Background: an optimization exercise with open tools, aiming at small area. Do not read the settings as production practice.
Function was checked by simulation only, so behaviour that the tests miss may differ from the original.

==> trial 36: inputs <==
// RiscvTesterUncached
module RiscvTesterUncached (
  output              io_i_cmd_valid,
  input               io_i_cmd_ready,
  output     [31:0]   io_i_cmd_payload_pc,
  input               io_i_rsp_valid,
  output              io_i_rsp_ready,
  input      [31:0]   io_i_rsp_payload_instruction,
  input      [31:0]   io_i_rsp_payload_pc,
  output              io_d_cmd_valid,
  input               io_d_cmd_ready,
  output              io_d_cmd_payload_wr,
  output     [31:0]   io_d_cmd_payload_address,
  output     [31:0]   io_d_cmd_payload_data,
  output     [1:0]    io_d_cmd_payload_size,
  input               io_d_rsp_valid,
  output              io_d_rsp_ready,
  input      [31:0]   io_d_rsp_payload,
  output              io_iCheck_valid,
  output     [31:0]   io_iCheck_payload_address,
  output     [31:0]   io_iCheck_payload_data,
  input               io_iCmdDrive,
  input               io_iRspDrive,
  input               io_dCmdDrive,
  input               io_dRspDrive,
  input               io_doCacheFlush,
  output              io_cpuCmdLog_valid,
  output              io_cpuCmdLog_payload_wr,
  output     [31:0]   io_cpuCmdLog_payload_address,
  output     [31:0]   io_cpuCmdLog_payload_data,
  output     [1:0]    io_cpuCmdLog_payload_size,
  output              io_cpuRspLog_valid,
  output     [31:0]   io_cpuRspLog_payload,
  input      [3:0]    io_interrupt,
  input               clk,
  input               reset
);
clock: 11.0 ns
lec_check: 0
cap_margin: 10
core_margin: 2
core_utilization: 40
cts_buf_list: sky130_fd_sc_hd__clkbuf_16
cts_cluster_diameter: 80
cts_cluster_size: 26
slew_margin: 10
synth_hierarchical: 1
synth_minimum_keep_size: 0
run.sh (not shown) runs the stock make flow with config.mk's settings and CLKGATE_MAP_FILE= SYNTH_SCRIPT=/design/flow/synth_recipe.tcl, a recipe that flattens the netlist after the stock synthesis.
==> inputs of trial 17, as changes to trial 36 <==
--- a/flow/config.mk
+++ b/flow/config.mk
@@ -9,8 +9,8 @@
 export CORE_MARGIN = 2
 export CORE_UTILIZATION = 40
 export CTS_BUF_LIST = sky130_fd_sc_hd__clkbuf_16
-export CTS_CLUSTER_DIAMETER = 80
-export CTS_CLUSTER_SIZE = 26
+export CTS_CLUSTER_DIAMETER = 75
+export CTS_CLUSTER_SIZE = 28
 export SLEW_MARGIN = 10
 export SYNTH_HIERARCHICAL = 1
 export SYNTH_MINIMUM_KEEP_SIZE = 0
==> notes.md <==
	trial 36	trial 17
Post-cts repair resize count	3	4
Length in cells of the worst reg-to-reg path	24	26
Outcome	complete, no violations	complete, no violations
Reg-to-reg startpoint	e1_adder[0]	e1_adder[7]
Achievable frequency	93.2 MHz	92.9 MHz
Insertion delay to the later sink of the worst-skew pair	0.96 ns	1.00 ns
Via count of the first global-routing pass	97.1k	97.3k
Drt pass-1 iters	12	14
Number of standard cells in the final layout excluding fillers	14.7k	14.7k
Final net count	11.9k	11.9k
Post-CTS setup buffer count	16	18
Plain + repair buffers	895	886
Routed WL	579,000 µm	580,000 µm
Worst-Margin Slew	1.37 ns	1.37 ns
Final Cycle Share	97.5%	97.8%
Number of DRC markers after the initial detailed-route iteration	17.9k	18.4k
Min cycle time layout	10.73 ns	10.76 ns
Setup skew after layout	0.128 ns	0.196 ns
Multi-input gate share of the layout cell area	42.3%	42.2%


==> inputs of sierra <==
Another version of the RTL of RiscvTesterUncached (not shown whole).
==> flow/config.mk <==
export PLATFORM = sky130hd
export DESIGN_NAME = RiscvTesterUncached
export DESIGN_NICKNAME = RiscvTesterUncached
export VERILOG_FILES = /design/flow/design.v
export SDC_FILE = /design/flow/constraint.sdc
export NUM_CORES = 4
export LEC_CHECK = 0
export CAP_MARGIN = 20
export CORE_MARGIN = 2
export CORE_UTILIZATION = 40
export SLEW_MARGIN = 20
export SYNTH_HIERARCHICAL = 1
export SYNTH_MINIMUM_KEEP_SIZE = 0
==> flow/constraint.sdc <==
create_clock -name core_clock -period 11.0 [get_ports {clk}]
set_input_delay 2.2000 -clock core_clock [delete_from_list [all_inputs] [get_ports {clk}]]
set_output_delay 2.2000 -clock core_clock [all_outputs]
set_load 0.01 [all_outputs]
==> raven (differences from sierra) <==
--- a/flow/design.v
+++ b/flow/design.v
@@ -171,11 +171,11 @@
   reg         wb_instVal;
   reg         wb_rfen;
   reg         w2r_valid;
   reg         rf_wen;
   reg  [4:0]  rf_waddr;
-  reg  [31:0] rf_wdata;
+  reg  [7:0]  rf_wdata;
   reg  [7:0]  irq_mask;
   reg         flushMemResp;
   reg         inIrq;
   reg  [31:0] exitPc;
   reg         irqUnalignedSeen;
@@ -588,12 +588,13 @@
       wb_instVal <= e1_instVal;
       wb_rfen <= e1_rfen;
     end
     rf_wen <= wb_out_valid;
     rf_waddr <= wb_rd;
-    rf_wdata <= rfData;
-    if (rf_wen & (rf_waddr != 5'd0)) rf[rf_waddr] <= rf_wdata;
+    rf_wdata <= rfData[7:0];
+    if (wb_out_valid & (wb_rd != 5'd0)) rf[wb_rd][31:8] <= rfData[31:8];
+    if (rf_wen & (rf_waddr != 5'd0)) rf[rf_waddr][7:0] <= rf_wdata;
     if (noIrq) irqUnalignedSeen <= irqUnaligned;
     irqPending <= ((irq_masked & ~8'h02) != 8'h0);
     if (takeUnaligned) exitPc <= wb_result;
     else if (takeExt) exitPc <= d_pc;
   end
Settings changed: CAP_MARGIN 20 to 10, CTS_BUF_LIST set to sky130_fd_sc_hd__clkbuf_16, CTS_CLUSTER_DIAMETER set to 80, CTS_CLUSTER_SIZE set to 27, SLEW_MARGIN 20 to 10.
==> harbor (differences from sierra) <==
--- a/flow/design.v
+++ b/flow/design.v
@@ -171,11 +171,11 @@
   reg         wb_instVal;
   reg         wb_rfen;
   reg         w2r_valid;
   reg         rf_wen;
   reg  [4:0]  rf_waddr;
-  reg  [31:0] rf_wdata;
+  reg  [7:0]  rf_wdata;
   reg  [7:0]  irq_mask;
   reg         flushMemResp;
   reg         inIrq;
   reg  [31:0] exitPc;
   reg         irqUnalignedSeen;
@@ -588,12 +588,13 @@
       wb_instVal <= e1_instVal;
       wb_rfen <= e1_rfen;
     end
     rf_wen <= wb_out_valid;
     rf_waddr <= wb_rd;
-    rf_wdata <= rfData;
-    if (rf_wen & (rf_waddr != 5'd0)) rf[rf_waddr] <= rf_wdata;
+    rf_wdata <= rfData[7:0];
+    if (wb_out_valid & (wb_rd != 5'd0)) rf[wb_rd][31:8] <= rfData[31:8];
+    if (rf_wen & (rf_waddr != 5'd0)) rf[rf_waddr][7:0] <= rf_wdata;
     if (noIrq) irqUnalignedSeen <= irqUnaligned;
     irqPending <= ((irq_masked & ~8'h02) != 8'h0);
     if (takeUnaligned) exitPc <= wb_result;
     else if (takeExt) exitPc <= d_pc;
   end
Settings changed: CTS_BUF_LIST set to sky130_fd_sc_hd__clkbuf_16, CTS_CLUSTER_DIAMETER set to 80, CTS_CLUSTER_SIZE set to 26.
==> qor summary <==
	sierra	raven	harbor
Status	complete, no violations	aborted with a tool error	complete, no violations
Failing step	-	5_2_route	-
Clock buffer count	297	-	122
Total buffers and inverters traversed by the critical path	3	-	6
Adder-Cell Fraction of Synth Area	19.37%	19.30%	19.30%
Tap Cells	4180	-	4180
Initial antenna violation count	55	-	41
Fraction of area in multi-input gates	40.77%	-	42.33%
Worst hold path endpoint	e0_instr[9]$_DFFE_PP_	-	e0_pc[18]$_DFFE_PP_
Destination of the worst register-to-register timing path	wb_result[2]$_SDFFCE_PP0P_	-	wb_result[5]$_DFFE_PP_
RSZ-0062 raised after global routing	false	-	false
Total congestion overflow	0	-	0
Number of cells produced by synthesis	10000	10170	10170
Non-clk buf share	5.077%	-	5.554%
Hold WS	0.4169 ns	-	0.3689 ns
Layout cells sized above 1	11.35%	-	10.50%
Setup TNS	0 ns	-	0 ns
Overall routing resource usage	34.67%	-	34.76%

==> afterwards: timing with drivers on the ports <==
The results above use ideal ports. As a check the final layouts listed here were re-extracted and re-timed, cells and wires unchanged.
Step 1, drivers: a clkbuf_16 drives clk and a buf_2 each remaining input, both assumed.
Step 2 adds t to the input delays and takes it off the output delays; t is the mean of the earliest and latest rising clock arrival at the registers after step 1. Input paths then give back, and output paths get back, about the clock's delay inside the block.
Three values: ideal, step 1, step 2; two values: the first two.
run | t, ns | slack for setup (ns) | clock arrival spread, ns
trial 36 | 0.994 | 0.272 / 0.171 / 1.165 | 0.128 / 0.129
trial 17 | 1.005 | 0.240 / 0.138 / 1.143 | 0.197 / 0.196
sierra | 1.000 | 0.172 / 0.076 / 1.075 | 0.121 / 0.121
harbor | 1.009 | 0.236 / 0.131 / 1.140 | 0.176 / 0.175
After both steps every run listed still meets setup and hold.
